This design comes from an exercise in tuning for small area, a short achievable clock period and few clock cycles on the open sky130 flow, not from production work. Function was checked by simulation only, so behaviour that the tests miss may differ from the original.

--- flow/flow/run.sh ---
#!/bin/bash
set -euo pipefail
bash standard.sh "BUFFER_PORTS_ARGS=-buffer_cell sky130_fd_sc_hd__buf_1" \
    SETUP_SLACK_MARGIN=26.8 finish > standard_flow.log 2>&1
--- flow/standard.sh ---
#!/bin/bash
# synth_recipe.tcl (not shown) runs the flow's synth.tcl, then flattens the netlist and writes it again
# the make line also repeats each setting of config.mk as NAME=value (left out here)
make -C /OpenROAD-flow-scripts/flow DESIGN_CONFIG=/design/flow/config.mk WORK_HOME=/design/flow/orfs CLKGATE_MAP_FILE= SYNTH_SCRIPT=/design/flow/synth_recipe.tcl "${@:-finish}"
--- flow/config.mk ---
export PLATFORM = sky130hd
export DESIGN_NAME = top
export DESIGN_NICKNAME = top
export VERILOG_FILES = /design/flow/design.v
export SDC_FILE = /design/flow/constraint.sdc
export NUM_CORES = 4
export LEC_CHECK = 0
export CAP_MARGIN = 20
export CORE_MARGIN = 2
export CORE_UTILIZATION = 45
export PLACE_DENSITY = 0.6
export SLEW_MARGIN = 20
export SYNTH_HIERARCHICAL = 1
export SYNTH_MINIMUM_KEEP_SIZE = 0
--- flow/constraint.sdc ---
create_clock -name core_clock -period 35.0 [get_ports {clk}]
set_input_delay 7.0000 -clock core_clock [delete_from_list [all_inputs] [get_ports {clk}]]
set_output_delay 7.0000 -clock core_clock [all_outputs]
set_load 0.01 [all_outputs]
--- flow/design.v ---
module multiplier (
    input  [15:0] a,
    input  [15:0] b,
    output [15:0] p
);
    wire [14:0] m;
    umul15 mag (.a(a[14:0]), .b(b[14:0]), .p(m));
    assign p = {a[15] ^ b[15], m};
endmodule
module umul15 (
    input  [14:0] a,
    input  [14:0] b,
    output [14:0] p
);
    wire [224:0] pp;
    genvar i, j;
    generate
        for (i = 0; i < 15; i = i + 1) begin : row
            for (j = 0; j < 15; j = j + 1) begin : col
                assign pp[i*15+j] = ~(a[i] & b[j]);
            end
        end
    endgenerate
    wire n1, n2;
    fadd h0 (.a(pp[13]), .b(pp[27]), .c(1'b1), .s(n1), .co(n2));
    wire n3, n4;
    fadd f1 (.a(pp[14]), .b(pp[28]), .c(pp[42]), .s(n3), .co(n4));
    wire n5, n6;
    fadd h2 (.a(pp[56]), .b(pp[70]), .c(1'b1), .s(n5), .co(n6));
    wire n7, n8;
    fadd f3 (.a(pp[29]), .b(pp[43]), .c(pp[57]), .s(n7), .co(n8));
    wire n9, n10;
    fadd h4 (.a(pp[71]), .b(pp[85]), .c(1'b1), .s(n9), .co(n10));
    wire n11, n12;
    fadd f5 (.a(pp[44]), .b(pp[58]), .c(pp[72]), .s(n11), .co(n12));
    wire n13, n14;
    fadd h6 (.a(pp[9]), .b(pp[23]), .c(1'b1), .s(n13), .co(n14));
    wire n15, n16;
    fadd f7 (.a(pp[10]), .b(pp[24]), .c(pp[38]), .s(n15), .co(n16));
    wire n17, n18;
    fadd h8 (.a(pp[52]), .b(pp[66]), .c(1'b1), .s(n17), .co(n18));
    wire n19, n20;
    fadd f9 (.a(pp[11]), .b(pp[25]), .c(pp[39]), .s(n19), .co(n20));
    wire n21, n22;
    fadd f10 (.a(pp[53]), .b(pp[67]), .c(pp[81]), .s(n21), .co(n22));
    wire n23, n24;
    fadd h11 (.a(pp[95]), .b(pp[109]), .c(1'b1), .s(n23), .co(n24));
    wire n25, n26;
    fadd f12 (.a(pp[12]), .b(pp[26]), .c(pp[40]), .s(n25), .co(n26));
    wire n27, n28;
    fadd f13 (.a(pp[54]), .b(pp[68]), .c(pp[82]), .s(n27), .co(n28));
    wire n29, n30;
    fadd f14 (.a(pp[96]), .b(pp[110]), .c(pp[124]), .s(n29), .co(n30));
    wire n31, n32;
    fadd h15 (.a(pp[138]), .b(pp[152]), .c(1'b1), .s(n31), .co(n32));
    wire n33, n34;
    fadd f16 (.a(n1), .b(pp[41]), .c(pp[55]), .s(n33), .co(n34));
    wire n35, n36;
    fadd f17 (.a(pp[69]), .b(pp[83]), .c(pp[97]), .s(n35), .co(n36));
    wire n37, n38;
    fadd f18 (.a(pp[111]), .b(pp[125]), .c(pp[139]), .s(n37), .co(n38));
    wire n39, n40;
    fadd f19 (.a(pp[153]), .b(pp[167]), .c(pp[181]), .s(n39), .co(n40));
    wire n41, n42;
    fadd f20 (.a(n3), .b(n5), .c(pp[84]), .s(n41), .co(n42));
    wire n43, n44;
    fadd f21 (.a(pp[98]), .b(pp[112]), .c(pp[126]), .s(n43), .co(n44));
    wire n45, n46;
    fadd f22 (.a(pp[140]), .b(pp[154]), .c(pp[168]), .s(n45), .co(n46));
    wire n47, n48;
    fadd f23 (.a(pp[182]), .b(pp[196]), .c(pp[210]), .s(n47), .co(n48));
    wire n49, n50;
    fadd f24 (.a(n7), .b(n9), .c(pp[99]), .s(n49), .co(n50));
    wire n51, n52;
    fadd f25 (.a(pp[113]), .b(pp[127]), .c(pp[141]), .s(n51), .co(n52));
    wire n53, n54;
    fadd f26 (.a(pp[155]), .b(pp[169]), .c(pp[183]), .s(n53), .co(n54));
    wire n55, n56;
    fadd f27 (.a(pp[197]), .b(pp[211]), .c(n4), .s(n55), .co(n56));
    wire n57, n58;
    fadd f28 (.a(n11), .b(pp[86]), .c(pp[100]), .s(n57), .co(n58));
    wire n59, n60;
    fadd f29 (.a(pp[114]), .b(pp[128]), .c(pp[142]), .s(n59), .co(n60));
    wire n61, n62;
    fadd f30 (.a(pp[156]), .b(pp[170]), .c(pp[184]), .s(n61), .co(n62));
    wire n63, n64;
    fadd f31 (.a(pp[198]), .b(pp[212]), .c(n8), .s(n63), .co(n64));
    wire n65, n66;
    fadd f32 (.a(pp[59]), .b(pp[73]), .c(pp[87]), .s(n65), .co(n66));
    wire n67, n68;
    fadd f33 (.a(pp[101]), .b(pp[115]), .c(pp[129]), .s(n67), .co(n68));
    wire n69, n70;
    fadd f34 (.a(pp[143]), .b(pp[157]), .c(pp[171]), .s(n69), .co(n70));
    wire n71, n72;
    fadd f35 (.a(pp[185]), .b(pp[199]), .c(pp[213]), .s(n71), .co(n72));
    wire n73, n74;
    fadd f36 (.a(pp[74]), .b(pp[88]), .c(pp[102]), .s(n73), .co(n74));
    wire n75, n76;
    fadd f37 (.a(pp[116]), .b(pp[130]), .c(pp[144]), .s(n75), .co(n76));
    wire n77, n78;
    fadd f38 (.a(pp[158]), .b(pp[172]), .c(pp[186]), .s(n77), .co(n78));
    wire n79, n80;
    fadd f39 (.a(pp[89]), .b(pp[103]), .c(pp[117]), .s(n79), .co(n80));
    wire n81, n82;
    fadd f40 (.a(pp[131]), .b(pp[145]), .c(pp[159]), .s(n81), .co(n82));
    wire n83, n84;
    fadd f41 (.a(pp[104]), .b(pp[118]), .c(pp[132]), .s(n83), .co(n84));
    wire n85, n86;
    fadd h42 (.a(pp[6]), .b(pp[20]), .c(1'b1), .s(n85), .co(n86));
    wire n87, n88;
    fadd f43 (.a(pp[7]), .b(pp[21]), .c(pp[35]), .s(n87), .co(n88));
    wire n89, n90;
    fadd h44 (.a(pp[49]), .b(pp[63]), .c(1'b1), .s(n89), .co(n90));
    wire n91, n92;
    fadd f45 (.a(pp[8]), .b(pp[22]), .c(pp[36]), .s(n91), .co(n92));
    wire n93, n94;
    fadd f46 (.a(pp[50]), .b(pp[64]), .c(pp[78]), .s(n93), .co(n94));
    wire n95, n96;
    fadd h47 (.a(pp[92]), .b(pp[106]), .c(1'b1), .s(n95), .co(n96));
    wire n97, n98;
    fadd f48 (.a(n13), .b(pp[37]), .c(pp[51]), .s(n97), .co(n98));
    wire n99, n100;
    fadd f49 (.a(pp[65]), .b(pp[79]), .c(pp[93]), .s(n99), .co(n100));
    wire n101, n102;
    fadd f50 (.a(pp[107]), .b(pp[121]), .c(pp[135]), .s(n101), .co(n102));
    wire n103, n104;
    fadd f51 (.a(n15), .b(n17), .c(pp[80]), .s(n103), .co(n104));
    wire n105, n106;
    fadd f52 (.a(pp[94]), .b(pp[108]), .c(pp[122]), .s(n105), .co(n106));
    wire n107, n108;
    fadd f53 (.a(pp[136]), .b(pp[150]), .c(n14), .s(n107), .co(n108));
    wire n109, n110;
    fadd f54 (.a(n19), .b(n21), .c(n23), .s(n109), .co(n110));
    wire n111, n112;
    fadd f55 (.a(pp[123]), .b(pp[137]), .c(pp[151]), .s(n111), .co(n112));
    wire n113, n114;
    fadd f56 (.a(pp[165]), .b(n16), .c(n18), .s(n113), .co(n114));
    wire n115, n116;
    fadd f57 (.a(n25), .b(n27), .c(n29), .s(n115), .co(n116));
    wire n117, n118;
    fadd f58 (.a(n31), .b(pp[166]), .c(pp[180]), .s(n117), .co(n118));
    wire n119, n120;
    fadd f59 (.a(n20), .b(n22), .c(n24), .s(n119), .co(n120));
    wire n121, n122;
    fadd f60 (.a(n33), .b(n35), .c(n37), .s(n121), .co(n122));
    wire n123, n124;
    fadd f61 (.a(n39), .b(pp[195]), .c(n26), .s(n123), .co(n124));
    wire n125, n126;
    fadd f62 (.a(n28), .b(n30), .c(n32), .s(n125), .co(n126));
    wire n127, n128;
    fadd f63 (.a(n41), .b(n43), .c(n45), .s(n127), .co(n128));
    wire n129, n130;
    fadd f64 (.a(n47), .b(n2), .c(n34), .s(n129), .co(n130));
    wire n131, n132;
    fadd f65 (.a(n36), .b(n38), .c(n40), .s(n131), .co(n132));
    wire n133, n134;
    fadd f66 (.a(n49), .b(n51), .c(n53), .s(n133), .co(n134));
    wire n135, n136;
    fadd f67 (.a(n55), .b(n6), .c(n42), .s(n135), .co(n136));
    wire n137, n138;
    fadd f68 (.a(n44), .b(n46), .c(n48), .s(n137), .co(n138));
    wire n139, n140;
    fadd f69 (.a(n57), .b(n59), .c(n61), .s(n139), .co(n140));
    wire n141, n142;
    fadd f70 (.a(n63), .b(n10), .c(n50), .s(n141), .co(n142));
    wire n143, n144;
    fadd f71 (.a(n52), .b(n54), .c(n56), .s(n143), .co(n144));
    wire n145, n146;
    fadd f72 (.a(n65), .b(n67), .c(n69), .s(n145), .co(n146));
    wire n147, n148;
    fadd f73 (.a(n71), .b(n12), .c(n58), .s(n147), .co(n148));
    wire n149, n150;
    fadd f74 (.a(n60), .b(n62), .c(n64), .s(n149), .co(n150));
    wire n151, n152;
    fadd f75 (.a(n73), .b(n75), .c(n77), .s(n151), .co(n152));
    wire n153, n154;
    fadd f76 (.a(pp[200]), .b(pp[214]), .c(n66), .s(n153), .co(n154));
    wire n155, n156;
    fadd f77 (.a(n68), .b(n70), .c(n72), .s(n155), .co(n156));
    wire n157, n158;
    fadd f78 (.a(n79), .b(n81), .c(pp[173]), .s(n157), .co(n158));
    wire n159, n160;
    fadd f79 (.a(pp[187]), .b(pp[201]), .c(pp[215]), .s(n159), .co(n160));
    wire n161, n162;
    fadd f80 (.a(n74), .b(n76), .c(n78), .s(n161), .co(n162));
    wire n163, n164;
    fadd f81 (.a(n83), .b(pp[146]), .c(pp[160]), .s(n163), .co(n164));
    wire n165, n166;
    fadd f82 (.a(pp[174]), .b(pp[188]), .c(pp[202]), .s(n165), .co(n166));
    wire n167, n168;
    fadd f83 (.a(pp[216]), .b(n80), .c(n82), .s(n167), .co(n168));
    wire n169, n170;
    fadd f84 (.a(pp[119]), .b(pp[133]), .c(pp[147]), .s(n169), .co(n170));
    wire n171, n172;
    fadd f85 (.a(pp[161]), .b(pp[175]), .c(pp[189]), .s(n171), .co(n172));
    wire n173, n174;
    fadd f86 (.a(pp[203]), .b(pp[217]), .c(n84), .s(n173), .co(n174));
    wire n175, n176;
    fadd f87 (.a(pp[134]), .b(pp[148]), .c(pp[162]), .s(n175), .co(n176));
    wire n177, n178;
    fadd f88 (.a(pp[176]), .b(pp[190]), .c(pp[204]), .s(n177), .co(n178));
    wire n179, n180;
    fadd f89 (.a(pp[149]), .b(pp[163]), .c(pp[177]), .s(n179), .co(n180));
    wire n181, n182;
    fadd h90 (.a(pp[4]), .b(pp[18]), .c(1'b1), .s(n181), .co(n182));
    wire n183, n184;
    fadd f91 (.a(pp[5]), .b(pp[19]), .c(pp[33]), .s(n183), .co(n184));
    wire n185, n186;
    fadd h92 (.a(pp[47]), .b(pp[61]), .c(1'b1), .s(n185), .co(n186));
    wire n187, n188;
    fadd f93 (.a(n85), .b(pp[34]), .c(pp[48]), .s(n187), .co(n188));
    wire n189, n190;
    fadd f94 (.a(pp[62]), .b(pp[76]), .c(pp[90]), .s(n189), .co(n190));
    wire n191, n192;
    fadd f95 (.a(n87), .b(n89), .c(pp[77]), .s(n191), .co(n192));
    wire n193, n194;
    fadd f96 (.a(pp[91]), .b(pp[105]), .c(n86), .s(n193), .co(n194));
    wire n195, n196;
    fadd f97 (.a(n91), .b(n93), .c(n95), .s(n195), .co(n196));
    wire n197, n198;
    fadd f98 (.a(pp[120]), .b(n88), .c(n90), .s(n197), .co(n198));
    wire n199, n200;
    fadd f99 (.a(n97), .b(n99), .c(n101), .s(n199), .co(n200));
    wire n201, n202;
    fadd f100 (.a(n92), .b(n94), .c(n96), .s(n201), .co(n202));
    wire n203, n204;
    fadd f101 (.a(n103), .b(n105), .c(n107), .s(n203), .co(n204));
    wire n205, n206;
    fadd f102 (.a(n98), .b(n100), .c(n102), .s(n205), .co(n206));
    wire n207, n208;
    fadd f103 (.a(n109), .b(n111), .c(n113), .s(n207), .co(n208));
    wire n209, n210;
    fadd f104 (.a(n104), .b(n106), .c(n108), .s(n209), .co(n210));
    wire n211, n212;
    fadd f105 (.a(n115), .b(n117), .c(n119), .s(n211), .co(n212));
    wire n213, n214;
    fadd f106 (.a(n110), .b(n112), .c(n114), .s(n213), .co(n214));
    wire n215, n216;
    fadd f107 (.a(n121), .b(n123), .c(n125), .s(n215), .co(n216));
    wire n217, n218;
    fadd f108 (.a(n116), .b(n118), .c(n120), .s(n217), .co(n218));
    wire n219, n220;
    fadd f109 (.a(n127), .b(n129), .c(n131), .s(n219), .co(n220));
    wire n221, n222;
    fadd f110 (.a(n122), .b(n124), .c(n126), .s(n221), .co(n222));
    wire n223, n224;
    fadd f111 (.a(n133), .b(n135), .c(n137), .s(n223), .co(n224));
    wire n225, n226;
    fadd f112 (.a(n128), .b(n130), .c(n132), .s(n225), .co(n226));
    wire n227, n228;
    fadd f113 (.a(n139), .b(n141), .c(n143), .s(n227), .co(n228));
    wire n229, n230;
    fadd f114 (.a(n134), .b(n136), .c(n138), .s(n229), .co(n230));
    wire n231, n232;
    fadd f115 (.a(n145), .b(n147), .c(n149), .s(n231), .co(n232));
    wire n233, n234;
    fadd f116 (.a(n140), .b(n142), .c(n144), .s(n233), .co(n234));
    wire n235, n236;
    fadd f117 (.a(n151), .b(n153), .c(n155), .s(n235), .co(n236));
    wire n237, n238;
    fadd f118 (.a(n146), .b(n148), .c(n150), .s(n237), .co(n238));
    wire n239, n240;
    fadd f119 (.a(n157), .b(n159), .c(n161), .s(n239), .co(n240));
    wire n241, n242;
    fadd f120 (.a(n152), .b(n154), .c(n156), .s(n241), .co(n242));
    wire n243, n244;
    fadd f121 (.a(n163), .b(n165), .c(n167), .s(n243), .co(n244));
    wire n245, n246;
    fadd f122 (.a(n158), .b(n160), .c(n162), .s(n245), .co(n246));
    wire n247, n248;
    fadd f123 (.a(n169), .b(n171), .c(n173), .s(n247), .co(n248));
    wire n249, n250;
    fadd f124 (.a(n164), .b(n166), .c(n168), .s(n249), .co(n250));
    wire n251, n252;
    fadd f125 (.a(n175), .b(n177), .c(pp[218]), .s(n251), .co(n252));
    wire n253, n254;
    fadd f126 (.a(n170), .b(n172), .c(n174), .s(n253), .co(n254));
    wire n255, n256;
    fadd f127 (.a(n179), .b(pp[191]), .c(pp[205]), .s(n255), .co(n256));
    wire n257, n258;
    fadd f128 (.a(pp[219]), .b(n176), .c(n178), .s(n257), .co(n258));
    wire n259, n260;
    fadd f129 (.a(pp[164]), .b(pp[178]), .c(pp[192]), .s(n259), .co(n260));
    wire n261, n262;
    fadd f130 (.a(pp[206]), .b(pp[220]), .c(n180), .s(n261), .co(n262));
    wire n263, n264;
    fadd h131 (.a(pp[3]), .b(pp[17]), .c(1'b1), .s(n263), .co(n264));
    wire n265, n266;
    fadd f132 (.a(n181), .b(pp[32]), .c(pp[46]), .s(n265), .co(n266));
    wire n267, n268;
    fadd f133 (.a(n183), .b(n185), .c(pp[75]), .s(n267), .co(n268));
    wire n269, n270;
    fadd f134 (.a(n187), .b(n189), .c(n184), .s(n269), .co(n270));
    wire n271, n272;
    fadd f135 (.a(n191), .b(n193), .c(n188), .s(n271), .co(n272));
    wire n273, n274;
    fadd f136 (.a(n195), .b(n197), .c(n192), .s(n273), .co(n274));
    wire n275, n276;
    fadd f137 (.a(n199), .b(n201), .c(n196), .s(n275), .co(n276));
    wire n277, n278;
    fadd f138 (.a(n203), .b(n205), .c(n200), .s(n277), .co(n278));
    wire n279, n280;
    fadd f139 (.a(n207), .b(n209), .c(n204), .s(n279), .co(n280));
    wire n281, n282;
    fadd f140 (.a(n211), .b(n213), .c(n208), .s(n281), .co(n282));
    wire n283, n284;
    fadd f141 (.a(n215), .b(n217), .c(n212), .s(n283), .co(n284));
    wire n285, n286;
    fadd f142 (.a(n219), .b(n221), .c(n216), .s(n285), .co(n286));
    wire n287, n288;
    fadd f143 (.a(n223), .b(n225), .c(n220), .s(n287), .co(n288));
    wire n289, n290;
    fadd f144 (.a(n227), .b(n229), .c(n224), .s(n289), .co(n290));
    wire n291, n292;
    fadd f145 (.a(n231), .b(n233), .c(n228), .s(n291), .co(n292));
    wire n293, n294;
    fadd f146 (.a(n235), .b(n237), .c(n232), .s(n293), .co(n294));
    wire n295, n296;
    fadd f147 (.a(n239), .b(n241), .c(n236), .s(n295), .co(n296));
    wire n297, n298;
    fadd f148 (.a(n243), .b(n245), .c(n240), .s(n297), .co(n298));
    wire n299, n300;
    fadd f149 (.a(n247), .b(n249), .c(n244), .s(n299), .co(n300));
    wire n301, n302;
    fadd f150 (.a(n251), .b(n253), .c(n248), .s(n301), .co(n302));
    wire n303, n304;
    fadd f151 (.a(n255), .b(n257), .c(n252), .s(n303), .co(n304));
    wire n305, n306;
    fadd f152 (.a(n259), .b(n261), .c(n256), .s(n305), .co(n306));
    wire n307, n308;
    fadd h153 (.a(pp[2]), .b(pp[16]), .c(1'b1), .s(n307), .co(n308));
    wire n309, n310;
    fadd f154 (.a(n263), .b(pp[31]), .c(pp[45]), .s(n309), .co(n310));
    wire n311, n312;
    fadd f155 (.a(n265), .b(pp[60]), .c(n264), .s(n311), .co(n312));
    wire n313, n314;
    fadd f156 (.a(n267), .b(n182), .c(n266), .s(n313), .co(n314));
    wire n315, n316;
    fadd f157 (.a(n269), .b(n186), .c(n268), .s(n315), .co(n316));
    wire n317, n318;
    fadd f158 (.a(n271), .b(n190), .c(n270), .s(n317), .co(n318));
    wire n319, n320;
    fadd f159 (.a(n273), .b(n194), .c(n272), .s(n319), .co(n320));
    wire n321, n322;
    fadd f160 (.a(n275), .b(n198), .c(n274), .s(n321), .co(n322));
    wire n323, n324;
    fadd f161 (.a(n277), .b(n202), .c(n276), .s(n323), .co(n324));
    wire n325, n326;
    fadd f162 (.a(n279), .b(n206), .c(n278), .s(n325), .co(n326));
    wire n327, n328;
    fadd f163 (.a(n281), .b(n210), .c(n280), .s(n327), .co(n328));
    wire n329, n330;
    fadd f164 (.a(n283), .b(n214), .c(n282), .s(n329), .co(n330));
    wire n331, n332;
    fadd f165 (.a(n285), .b(n218), .c(n284), .s(n331), .co(n332));
    wire n333, n334;
    fadd f166 (.a(n287), .b(n222), .c(n286), .s(n333), .co(n334));
    wire n335, n336;
    fadd f167 (.a(n289), .b(n226), .c(n288), .s(n335), .co(n336));
    wire n337, n338;
    fadd f168 (.a(n291), .b(n230), .c(n290), .s(n337), .co(n338));
    wire n339, n340;
    fadd f169 (.a(n293), .b(n234), .c(n292), .s(n339), .co(n340));
    wire n341, n342;
    fadd f170 (.a(n295), .b(n238), .c(n294), .s(n341), .co(n342));
    wire n343, n344;
    fadd f171 (.a(n297), .b(n242), .c(n296), .s(n343), .co(n344));
    wire n345, n346;
    fadd f172 (.a(n299), .b(n246), .c(n298), .s(n345), .co(n346));
    wire n347, n348;
    fadd f173 (.a(n301), .b(n250), .c(n300), .s(n347), .co(n348));
    wire n349, n350;
    fadd f174 (.a(n303), .b(n254), .c(n302), .s(n349), .co(n350));
    wire n351, n352;
    fadd f175 (.a(n305), .b(n258), .c(n304), .s(n351), .co(n352));
    wire [24:0] x = ~{n351, n349, n347, n345, n343, n341, n339, n337, n335, n333, n331, n329, n327, n325, n323, n321, n319, n317, n315, n313, n311, n309, n307, pp[1], pp[0]};
    wire [24:0] y = ~{n350, n348, n346, n344, n342, n340, n338, n336, n334, n332, n330, n328, n326, n324, n322, n320, n318, n316, n314, n312, n310, n308, pp[30], pp[15], 1'b1};
    wire [10:0] lo = x[9:0] + y[9:0];
    wire [14:0] hg = x[24:10] & y[24:10];
    wire [14:0] hp = x[24:10] ^ y[24:10];
    wire bg0 = hg[0] | (hp[0] & lo[10]);
    wire bg1 = hg[1] | (hp[1] & bg0);
    wire bp1 = hp[1] & hp[0];
    wire bg2 = hg[3] | (hp[3] & hg[2]);
    wire bp2 = hp[3] & hp[2];
    wire bg3 = hg[5] | (hp[5] & hg[4]);
    wire bp3 = hp[5] & hp[4];
    wire bg4 = hg[7] | (hp[7] & hg[6]);
    wire bp4 = hp[7] & hp[6];
    wire bg5 = hg[9] | (hp[9] & hg[8]);
    wire bp5 = hp[9] & hp[8];
    wire bg6 = hg[11] | (hp[11] & hg[10]);
    wire bp6 = hp[11] & hp[10];
    wire bg7 = hg[13] | (hp[13] & hg[12]);
    wire bp7 = hp[13] & hp[12];
    wire bg8 = bg2 | (bp2 & bg1);
    wire bp8 = bp2 & bp1;
    wire bg9 = bg4 | (bp4 & bg3);
    wire bp9 = bp4 & bp3;
    wire bg10 = bg6 | (bp6 & bg5);
    wire bp10 = bp6 & bp5;
    wire bg11 = bg9 | (bp9 & bg8);
    wire bp11 = bp9 & bp8;
    wire bg12 = bg10 | (bp10 & bg11);
    wire bp12 = bp10 & bp11;
    wire bg13 = bg3 | (bp3 & bg8);
    wire bp13 = bp3 & bp8;
    wire bg14 = bg5 | (bp5 & bg11);
    wire bp14 = bp5 & bp11;
    wire bg15 = bg7 | (bp7 & bg12);
    wire bp15 = bp7 & bp12;
    wire bg16 = hg[2] | (hp[2] & bg1);
    wire bp16 = hp[2] & bp1;
    wire bg17 = hg[4] | (hp[4] & bg8);
    wire bp17 = hp[4] & bp8;
    wire bg18 = hg[6] | (hp[6] & bg13);
    wire bp18 = hp[6] & bp13;
    wire bg19 = hg[8] | (hp[8] & bg11);
    wire bp19 = hp[8] & bp11;
    wire bg20 = hg[10] | (hp[10] & bg14);
    wire bp20 = hp[10] & bp14;
    wire bg21 = hg[12] | (hp[12] & bg12);
    wire bp21 = hp[12] & bp12;
    wire bg22 = hg[14] | (hp[14] & bg15);
    wire bp22 = hp[14] & bp15;
    wire [14:0] cy = {bg22, bg15, bg21, bg12, bg20, bg14, bg19, bg11, bg18, bg13, bg17, bg8, bg16, bg1, bg0};
    assign p = hp ^ {cy[13:0], lo[10]};
endmodule
module fadd (
    input  a,
    input  b,
    input  c,
    output s,
    output co
);
    assign s  = a ^ b ^ c;
    assign co = (a & b) | (a & c) | (b & c);
endmodule
module s1neuron #(parameter G = 2, parameter CW = 5) (
    input              clk,
    input  [CW-1:0]    cnt,
    input              busy,
    input  [127:0]     IN,
    input  [127:0]     Wr,
    output reg [15:0]  h
);
    localparam Q = 8 / G;
    localparam LG = (G <= 2) ? 1 : (G <= 4) ? 2 : 3;
    wire [CW-1:0] u = cnt;
    wire [LG-1:0] g = (G == 1) ? 0 : u[LG-1:0];
    reg  [16*Q-1:0] opx, opw;
    reg  [16*Q-1:0] prod;
    wire [16*Q-1:0] pw;
    reg  [15:0] acc;
    function [15:0] smacc;
        input [15:0] acc;
        input [15:0] p;
        reg         as;
        reg  [16:0] t;
        begin
            as = acc[15] & (|acc[14:0]);       
            t  = {as, as, acc[14:0]} + {p[15], p[15], p[14:0] ^ {15{p[15]}}} + {16'd0, p[15]};
            smacc = {t[16], t[14:0]};
        end
    endfunction
    genvar i;
    generate
        for (i = 0; i < Q; i = i + 1) begin : lane
            always @(posedge clk) begin
                opx[16*i +: 16] <= IN[16*(g*Q+i) +: 16];
                opw[16*i +: 16] <= Wr[16*(g*Q+i) +: 16];
            end
            multiplier mul (.a(opx[16*i +: 16]), .b(opw[16*i +: 16]), .p(pw[16*i +: 16]));
        end
    endgenerate
    always @(posedge clk) prod <= pw;
    wire [CW-1:0] u2 = cnt - 2;
    wire          act = (cnt >= 2) && (cnt < 8*G+2);
    wire          first = (G == 1) ? 1'b1 : (u2[LG-1:0] == 0);
    wire          last  = (G == 1) ? 1'b1 : (u2[LG-1:0] == G-1);
    wire [16*(Q+1)-1:0] chain;
    assign chain[15:0] = first ? 16'd0 : acc;
    generate
        for (i = 0; i < Q; i = i + 1) begin : fold
            assign chain[16*(i+1) +: 16] = smacc(chain[16*i +: 16], prod[16*i +: 16]);
        end
    endgenerate
    wire [15:0] s = chain[16*Q +: 16];
    always @(posedge clk) begin
        if (act) acc <= s;
        if (act && last) h <= s[15] ? 16'd0 : s;
    end
endmodule
module rmac #(parameter G = 2) (
    input              clk,
    input              act,
    input  [G-1:0]     sel,
    input              first,
    input              last,
    input  [15:0]      w,
    input  [15:0]      h,
    output reg [16*G-1:0] y
);
    wire [15:0] p, s;
    reg  [15:0] cur;
    integer k;
    function [15:0] smacc;
        input [15:0] acc;
        input [15:0] p;
        reg         as;
        reg  [16:0] t;
        begin
            as = acc[15] & (|acc[14:0]);       
            t  = {as, as, acc[14:0]} + {p[15], p[15], p[14:0] ^ {15{p[15]}}} + {16'd0, p[15]};
            smacc = {t[16], t[14:0]};
        end
    endfunction
    always @* begin
        cur = 16'd0;
        for (k = 0; k < G; k = k + 1)
            if (sel[k]) cur = y[16*k +: 16];
    end
    multiplier mul (.a(w), .b(h), .p(p));
    assign s = smacc(first ? 16'd0 : cur, p);
    always @(posedge clk)
        for (k = 0; k < G; k = k + 1)
            if (act && sel[k]) begin
                y[16*k +: 16] <= (last && s[15]) ? 16'd0 : s;
            end
endmodule
module s2neuron #(parameter G = 2, parameter CW = 5) (
    input              clk,
    input  [CW-1:0]    cnt,
    input  [127:0]     Wc,
    input  [15:0]      h,
    output [127:0]     Y
);
    localparam Q = 8 / G;
    localparam LG = (G <= 2) ? 1 : (G <= 4) ? 2 : 3;
    wire [CW-1:0] v = cnt - (G + 1);
    wire [LG-1:0] g = (G == 1) ? 0 : v[LG-1:0];
    wire [CW-1:0] v2 = cnt - (G + 2);
    wire          act = (cnt >= G+2) && (cnt < 9*G+2);
    wire [LG-1:0] g2 = (G == 1) ? 0 : v2[LG-1:0];
    wire          first = (v2 < G);
    wire          last  = (v2 >= 7*G);
    wire [G-1:0]  sel = 1 << g2;
    reg  [16*Q-1:0] opw;
    genvar i, k;
    generate
        for (i = 0; i < Q; i = i + 1) begin : lane
            wire [16*G-1:0] ly;
            always @(posedge clk) opw[16*i +: 16] <= Wc[16*(g*Q+i) +: 16];
            rmac #(G) mac (.clk(clk), .act(act), .sel(sel), .first(first), .last(last),
                           .w(opw[16*i +: 16]), .h(h), .y(ly));
            for (k = 0; k < G; k = k + 1) begin : out
                assign Y[16*(k*Q+i) +: 16] = ly[16*k +: 16];
            end
        end
    endgenerate
endmodule
module ctrl #(parameter G = 2, parameter CW = 5) (
    input               clk,
    input               reset,
    input               start,
    output reg          done,
    output reg [CW-1:0] cnt,
    output reg          busy,
    output reg [3:0]    addr_r,
    output reg [3:0]    addr_c
);
    localparam LAST = 9*G+1;
    localparam LG = (G <= 2) ? 1 : (G <= 4) ? 2 : 3;
    wire [CW-1:0] inc = cnt + 1'b1;
    wire [CW-1:0] vn  = inc - (G + 1);
    always @(posedge clk) begin
        addr_r <= (reset || !busy || inc >= 8*G) ? 4'd0 : {1'b0, inc[LG+2:LG]};
        addr_c <= {1'b0, vn[LG+2:LG]};
        if (reset) begin
            busy <= 1'b0;
            cnt  <= 0;
            done <= 1'b0;
        end else if (start) begin
            busy <= 1'b1;
            cnt  <= busy ? {CW{1'b1}} : 1;
            done <= 1'b0;
        end else if (busy) begin
            if (cnt == LAST) begin
                busy <= 1'b0;
                cnt  <= 0;
                done <= 1'b1;
            end else
                cnt <= inc;
        end
    end
endmodule
module top (
    input          clk,
    input          reset,
    input          start,
    input  [127:0] IN,
    output [3:0]   addr_r,
    output [3:0]   addr_c,
    input  [127:0] Wr,
    input  [127:0] Wc,
    output         done,
    output [127:0] Y
);
    localparam G  = 2;
    localparam CW = 5;
    wire [CW-1:0] cnt;
    wire          busy;
    wire [15:0]   h;
    ctrl #(G, CW) ctrl_path (.clk(clk), .reset(reset), .start(start),
                             .done(done), .cnt(cnt), .busy(busy),
                             .addr_r(addr_r), .addr_c(addr_c));
    s1neuron #(G, CW) s1n (.clk(clk), .cnt(cnt), .busy(busy), .IN(IN), .Wr(Wr),
                           .h(h));
    s2neuron #(G, CW) s2n (.clk(clk), .cnt(cnt), .Wc(Wc), .h(h),
                           .Y(Y));
endmodule
==> results.txt <==
==> Yosys stat by module, one instance, submodules excluded, a selection <==
module | cells | flops+latches
umul15 | 363 | 0
multiplier | 1 | 0
fadd | 1 | 0
==> flip-flops by register name (all words and copies together) (netlist names) <==
register and cells:
ctrl_path.done 1, s1n.opx 64, s1n.h 15, ctrl_path.busy 1, s2n.lane.mac.y 128, s1n.opw 64, ctrl_path.addr_r 3, ctrl_path.cnt 5
s1n.acc 16, s1n.prod 64, ctrl_path.addr_c 3, s2n.opw 64
==> per-stage QoR <==
stage | utilization [%] | hold WS [ns] | std cells | instance area [um^2]
after global placement | 48.1 | 0.459 | 8544 | 68300
after CTS | 49.7 | 0.465 | 8668 | 70500
after floorplan | - | 0.406 | 6395 | 64700
final | 50.5 | 0.463 | 8723 | 71600
after global routing | 50.5 | 0.481 | 8722 | 71600
after detailed placement | 48.2 | 0.456 | 8544 | 68300
==> worst min-delay path by stage <==
stage | from | to | slack, ns | cells after the start
2_1_floorplan | s1n.opx[15]$_DFF_P_ | s1n.prod[15]$_DFF_P_ | 0.41 | 1
3_3_place_gp | s1n.opw[47]$_DFF_P_ | s1n.prod[47]$_DFF_P_ | 0.46 | 1
3_5_place_dp | s1n.opw[47]$_DFF_P_ | s1n.prod[47]$_DFF_P_ | 0.46 | 1
4_1_cts | s1n.opw[47]$_DFF_P_ | s1n.prod[47]$_DFF_P_ | 0.46 | 1
5_1_grt | s1n.opx[47]$_DFF_P_ | s1n.prod[47]$_DFF_P_ | 0.48 | 1
6_report | s1n.opx[31]$_DFF_P_ | s1n.prod[31]$_DFF_P_ | 0.46 | 1
==> logic make-up (layout without fill, tap and decap cells) <==
kind of cell / after synthesis / in the layout
mux: 193 / 193
other cells: 10 / 116
buf+inv: 736 / 1172
simple gates: 2316 / 2317
fa+ha+maj: 1764 / 1764
compound gates: 558 / 558
xor+xnor: 285 / 285
flops: 428 / 428
==> per-layer routing <==
layer / global-route usage (%) / vias up
li1: - / 20900
met1: 32.5 / 24500
met2: 42.5 / 1839
met3: 4.38 / 303
met4: 7.52 / 0
met5: 0 / -
==> cell usage after synthesis (32+ instances only) <==
library cell	n
a21o_1	42
a21oi_1	151
a22oi_1	60
and2_1	32
clkbuf_1	280
dfxtp_1	269
edfxtp_1	159
fa_1	1480
ha_1	284
inv_1	404
mux2_2	192
nand2_1	1788
nand3_1	50
nor2_1	206
nor2b_1	44
nor3_1	67
o21ai_0	72
xnor2_1	58
xor2_1	223
==> what timing repair did <==
action	4_1_cts	5_1_grt
endpoints found under the setup margin	256	272
gates cloned	0	6
resized for setup	95	198
pin swaps	0	48
setup buffers	24	48
==> final cells by class <==
class / count / area, um^2 / share of cell area (%)
diodes: 1 / 2.50 / 0.00350
clock buffers: 74 / 1500 / 2.09
clock inverters: 26 / 219 / 0.306
inverters: 404 / 1520 / 2.12
multi-input cells: 5232 / 52100 / 72.7
flip-flops and latches: 428 / 10200 / 14.2
well taps: 1890 / 2360 / 3.30
repair buffers: 668 / 3730 / 5.21
==> summary.txt <==
GRT
  • Global-route wire length before repair: between 200 and 300 mm
  • Largest net degree at the start of global routing: 63
  • Initial antenna violation count: 2
  • Congestion Overflow GR: 0
  • Total GRT Usage: between 20% and 30%
  • Vias in the first global route: between 50000 and 60000

Synth
  • Ys flop type: dfxtp_1
  • Synth Area in Adders: between 50% and 60%
  • Library cells used by synthesis: between 80 and 90
  • Dominant cell type by area after synthesis: fa_1
  • Gate Count Post-Synth: 6290
  • Post-synthesis compound-gate area fraction: under 10%
  • Synth Register Bits: 428
  • Post-synth EDFFs: 159
  • Yosys top cell area share: between 40% and 50%
  • Syn Std Cell Area: ~64000 um^2
  • Largest family of logic cells by synthesized area: adder cells
  • Post-synthesis simple-gate area fraction: around 15%
  • XOR/XNOR Fraction of Synth Area: under 10%
  • Post-synthesis sequential area ratio: 15.8%
  • FFs w/ async S/R, synth: 0%
  • Mux share of post-synthesis cell area: ~3.4%
  • Synth warn: 10
  • Synth top area cells: fa_1 46%, nand2_1 10%, dfxtp_1 8.4%, edfxtp_1 7.4%, ha_1 5.5%
  • Syn_area_per_cell: between 10 and 15 um^2

Run
  • Max cap viols: 0

Worst setup path
  • Instance count on the critical path: 1
  • Crit Path Category: reg -> out
  • Worst Path Arrival: 1.37 ns
  • Largest stage delay, worst path: between 0.5 and 0.6 ns
  • Crit Path Max Fanout: 2
  • Worst reg2reg startpoint: s1n.h[14]$_SDFFCE_PP0P_
  • R2R Setup Slk: 27.07 ns
  • RR Endpoint: s2n.lane[2].mac.y[30]$_DFFE_PP_
  • Critical-path cell list: buf_6
  • Buf+Inv Stages, Crit Path: 1
  • Crit path launch type: flop
  • CP endpoint: Y[125]
  • CP endpoint kind: primary output
  • CP Data Required Time: about 28 ns
  • CP delay by family, top: flip-flops
  • FF-to-FF path depth: 25
  • Slowest cell on crit path: edfxtp_1
  • CP startpoint: s2n.lane[3].mac.y[29]$_DFFE_PP_

Routing
  • Router iterations before antenna repair: 6
  • Avg WL per Cell: ~21 um
  • DRC: 0
  • WL met3: around 14 mm
  • Top Metal Used: met4
  • WL final: roughly 180 mm
  • Wire length on met2: 88.0 mm
  • First DRT Iteration DRCs: approximately 3200
  • Via density: ~5.4
  • Via count: around 48000
  • M1 WL: approximately 73 mm
  • Routed Antenna Nets: 0

Timing
  • Final-report hold violation count: 0
  • Max Fclk: between 0.1 and 0.15 GHz
  • Setup violations, final: 0
  • Sum Neg Setup Slack: 0 ns
  • Relative slew margins: 28.3%
  • Fin worst setup slack: around 27 ns
  • Clock skew: slightly below 0.03 ns
  • Slew @ Worst Pin: around 1.1 ns
  • Max Slew Vio Count: 0
  • RSZ-0062 raised after global routing: true
  • Final min period: between 8 and 9 ns
  • Period utilization: a little under a quarter

Floorplan
  • Ports: approximately 520
  • Core area: around 140000 um^2
  • Row Count: around 140
  • Die width: about 380 um
  • Die ar.: about 150000 um^2
  • Initial core utilization: 45.4%
  • Die Y: approximately 380 um

Clock network
  • Clock sink count: approximately 430
  • Worst-Skew Late Latency: about 0.67 ns
  • CTS Buf Count: 54
  • Hold buffer count at CTS: 0
  • Root Buffer: clkbuf_16
  • H-tree Lvls: 2
  • CTS Buffer Depth: 3
  • Worst-path clk slew: 0.06 ns
  • CTS tree: yes

Placement
  • Pre-CTS setup slack: approximately 26 ns
  • PortBufs: ~520
  • DP HPWL: roughly 130 mm
  • Gp weighted congestion: just under 0.9

Finish
  • Most common cell after layout, fill and taps aside: nand2_1
  • Filler cells: 13000
  • Final nets: 8939
  • Most frequent cells in the layout: 1788 x nand2_1, 1473 x fa_1, 413 x buf_1
  • Share of cells above drive strength 1: 9.66%
  • Area added between synthesis and finish: 11.3%

Min path
  • Min-Delay Path Class: reg -> reg

Outcome
  • Status: finished clean
Testbench counts, summed over its fixed seeds: cycles 10,240.

## re-timing with driven ports
Ports are ideal in the flow. The routed layout listed here was re-timed in OpenROAD.
Step 1 sets driving cells, clkbuf_16 on the clock port and buf_2 on the other inputs (assumed; they add their load-dependent delay and slew).
Step 2 adds t to the input delays and takes it off the output delays; t is the mean of the earliest and latest rising clock arrival at the registers after step 1. Input paths then give back, and output paths get back, about the clock's delay inside the block.
Three values: ideal ports, drivers, drivers and shift; two values: the first two.
t (ns): 0.724
slack for setup (ns): 26.634 / 26.561 / 27.067
clock arrival spread, ns: 0.039 / 0.039
worst slew at a driven data input, ns: 0.06
After both steps this run still meets setup and hold. The setup slack of this run moves by -0.073 ns with the drivers and by +0.433 ns with both steps.
